What follows belongs to an exercise in optimizing a design on an open flow for small area; a production flow would make more cautious choices. Function was checked by simulation only, so behaviour that the tests miss may differ from the original. The flow treats the clock pin as an ideal source. Dropping or thinning the clock tree relies on that and would not hold on a real chip. Power and IR drop assume default switching activity.

job 747:
// axi4_adapter
module axi4_adapter #(
  parameter integer                     AXI_ID_WIDTH = 1,
  parameter integer                     AXI_ADDR_WIDTH = 12,
  parameter integer                     AXI_DATA_WIDTH = 32,
  parameter bit                         ALIGN_ADDR = 1'b1,
  parameter bit                         EN_SEC_MODE = 1'b1,
  parameter bit                         NO_SEC_FAIL = 0,
  parameter bit                         DECOUPLE_W = 1,
  parameter integer                     AXI_BYTE_COUNT  = AXI_DATA_WIDTH / 8
)(
  input  logic                          aclk,
  input  logic                          aresetn,
  input  logic [AXI_ID_WIDTH-1:0]       awid,
  input  logic [AXI_ADDR_WIDTH-1:0]     awaddr,
  input  logic [7:0]                    awlen,
  input  logic [2:0]                    awsize,
  input  logic [1:0]                    awburst,
  /*verilator lint_off UNUSED*/
  input  logic                          awlock,
  input  logic [3:0]                    awcache,
  /*verilator lint_on UNUSED*/
  input  logic [2:0]                    awprot,
  /*verilator lint_off UNUSED*/
  input  logic [3:0]                    awqos,
  input  logic [3:0]                    awregion,
  /*verilator lint_on UNUSED*/
  input  logic                          awvalid,
  output logic                          awready,
  input  logic [AXI_DATA_WIDTH-1:0]     wdata,
  input  logic [AXI_BYTE_COUNT-1:0]     wstrb,
  input  logic                          wlast,
  input  logic                          wvalid,
  output logic                          wready,
  output logic [AXI_ID_WIDTH-1:0]       bid,
  output logic [1:0]                    bresp,
  output logic                          bvalid,
  input  logic                          bready,
  input  logic [AXI_ID_WIDTH-1:0]       arid,
  input  logic [AXI_ADDR_WIDTH-1:0]     araddr,
  input  logic [7:0]                    arlen,
  input  logic [2:0]                    arsize,
  input  logic [1:0]                    arburst,
  /*verilator lint_off UNUSED*/
  input  logic                          arlock,
  input  logic [3:0]                    arcache,
  /*verilator lint_on UNUSED*/
  input  logic [2:0]                    arprot,
  /*verilator lint_off UNUSED*/
  input  logic [3:0]                    arqos,
  input  logic [3:0]                    arregion,
  /*verilator lint_on UNUSED*/
  input  logic                          arvalid,
  output logic                          arready,
  output logic [AXI_ID_WIDTH-1:0]       rid,
  output logic [AXI_DATA_WIDTH-1:0]     rdata,
  output logic [1:0]                    rresp,
  output logic                          rlast,
  output logic                          rvalid,
  input  logic                          rready,
  output logic [AXI_ADDR_WIDTH-1:0]     rif_waddr,
  input  logic                          rif_wvalid,
  output logic                          rif_wr_req,
  output logic [AXI_BYTE_COUNT-1:0]     rif_wstrb,
  output logic [AXI_DATA_WIDTH-1:0]     rif_wdata,
  output logic [AXI_ADDR_WIDTH-1:0]     rif_raddr,
  input  logic                          rif_rvalid,
  output logic                          rif_rd_req,
  input  logic [AXI_DATA_WIDTH-1:0]     rif_rdata
);
Size: roughly 460 cells after synthesis.
Settings: LEC_CHECK=0, CAP_MARGIN=20, CORE_MARGIN=2, CORE_UTILIZATION=40, GPL_TIMING_DRIVEN=0, SLEW_MARGIN=20; clock period 4.0 ns.
standard.sh (not shown) runs the stock make flow with config.mk's settings and CLKGATE_MAP_FILE= SYNTH_SCRIPT=/design/flow/synth_recipe.tcl, a recipe that flattens the netlist after the stock synthesis.
==> flow/flow/run.sh <==
#!/bin/bash
# The standard ORFS layout (standard.sh) with:
#  - an area-oriented ABC script for the combinational mapping (flow/my_synth.tcl),
#    and no extraction of half/full adder cells (ADDER_MAP_FILE empty), which
#    leaves the hand-written carry chains to ABC,
#  - 1x buffers on the ports,
#  - a clock tree made by hand: the clock port drives four clock buffers, each
#    driving one quarter of the flip-flops (flow/cts_manual.tcl).
# Each tool's output is logged in this folder.
set -euo pipefail
here=$(pwd)
orig=$(grep -o 'SYNTH_SCRIPT=[^ ]*' standard.sh | head -1 | cut -d= -f2-)
export ORIG_SYNTH_SCRIPT="$orig"
export MY_ABC_SCRIPT="$here/flow/abc_area.script"
sed "s#SYNTH_SCRIPT=[^ ]*#SYNTH_SCRIPT=$here/flow/my_synth.tcl#" standard.sh > my_standard.sh
export ADDER_MAP_FILE=
export BUFFER_PORTS_ARGS="-buffer_cell sky130_fd_sc_hd__buf_1"
export PRE_CTS_TCL="$here/flow/cts_manual.tcl"
export MANUAL_CTS_BUF=sky130_fd_sc_hd__clkbuf_16
export MANUAL_CTS_N=4
bash my_standard.sh > standard.log 2>&1
==> flow/flow/abc_area.script <==
&get -n
&st
&deepsyn -T 60
&st
&dch
&nf -R 1000 -p
&st
&syn2
&if -g -K 6
&synch2
&nf -R 1000 -p
&put
topo
Other scripts of this flow, unchanged in this note and not shown: flow/flow/cts_manual.tcl, flow/flow/my_synth.tcl
Job 747 did not stop at any stage, and its layout met the timing, design-rule and antenna checks.
Input changes introduced in job 3152 (baseline for comparison: job 747):
- GPL_TIMING_DRIVEN: 0 -> unset
==> flow/flow/abc_area.script <==
&get -n
&st
&deepsyn -T 60
&st
&dch -f
&nf -R 1000 -p
&st
&dch -f
&nf -R 1000 -p
&put
topo
Findings:
Job 3152 closes out successfully: all stages finished, all timing, DRC and antenna checks passed. Compared with job 747, job 3152 shows standard-cell row count that has gone down by a few percent. Job 3152 vs. job 747: worst setup slack saw a decrease, hold slack saw an increase, relative contribution of combinational cells to total power saw a decrease.
## Diff of input files: job 6940 against job 3152
- CORE_UTILIZATION: 40 -> 60
==> flow/flow/abc_area.script <==
&get -n
&st
&deepsyn -T 60
&st
&dch
&nf -R 1000 -p
&st
&syn2
&if -g -K 6
&synch2
&nf -R 1000 -p
&put
topo
## What came out
Xor and xnor area share after synthesis ended up 2.0 points higher on job 6940 than on job 3152. or4b_1 as the worst-path cell with the longest stage delay was reported by job 6940, and a311o_1 by job 3152. Total number of vias: job 6940 higher than job 3152. The higher floorplan die area of job 3152 and job 6940 is in job 3152. In the tables for job 3152 and job 6940, maximum number of pins on one net before global-route repair reads lower with job 3152. Taking job 3152 as the reference, in job 6940 wire length of the first global-routing pass saw an increase, final cell count without fillers -43. [compare] base=job 3152 new=job 6940: worst hold slack climbed 0.0064 ns, combinational power fell 5.3%, final wirelength rose about 4.4%. Largest fanout on the critical path, job 3152 and job 6940: lower on job 3152. Area of all placed cells without fillers: job 6940 vs job 3152 down 0.54%.
Input changes introduced in job 4155 (baseline for comparison: job 6940):
- changing CORE_UTILIZATION from 60 to 40
- Going from job 6940 to job 4155, met3 capacity usage during global routing shrank by 1.7 points, total power held steady, static leakage held steady, fraction of power consumed by the clock network held steady, worst-case vdd ir drop grew by about 6.5%.
- Between job 6940 and job 4155, the cell-internal power figures differ only marginally.
No run of this note takes its clock network from TritonCTS; it comes from the design's own scripts or RTL.

[static timing again, ports no longer ideal]
The results above use ideal ports. As a check the final layouts listed here were re-extracted and re-timed, cells and wires unchanged. Step 1 (the two cells are an assumption about what drives the block):
set clk [get_ports {aclk}]
set_driving_cell -lib_cell sky130_fd_sc_hd__clkbuf_16 $clk
set_driving_cell -lib_cell sky130_fd_sc_hd__buf_2 [delete_from_list [all_inputs] $clk]
Step 2 adds t to the input delays and takes it off the output delays; t is the mean of the earliest and latest rising clock arrival at the registers after step 1. Input paths then give back, and output paths get back, about the clock's delay inside the block. Slacks: ideal / step 1 / step 2; pairs: ideal / step 1.
run	t (ns)	setup slack, ns	hold slack, ns	clock arrival spread, ns	worst data-port slew with drivers (ns)
job 747	0.238	0.498 / 0.498 / 0.290	0.429 / 0.429 / 0.429	0.006 / 0.006	0.05
job 3152	0.241	0.259 / 0.313 / 0.072	0.433 / 0.433 / 0.433	0.006 / 0.006	0.07
job 6940	0.233	0.566 / 0.603 / 0.370	0.440 / 0.440 / 0.440	0.008 / 0.008	0.08
job 4155	0.237	0.506 / 0.517 / 0.295	0.433 / 0.433 / 0.433	0.006 / 0.007	0.07
After both steps every run listed still meets setup and hold. The setup slack of job 4155, which loses most, moves by +0.011 ns with the drivers and by -0.211 ns with both steps.
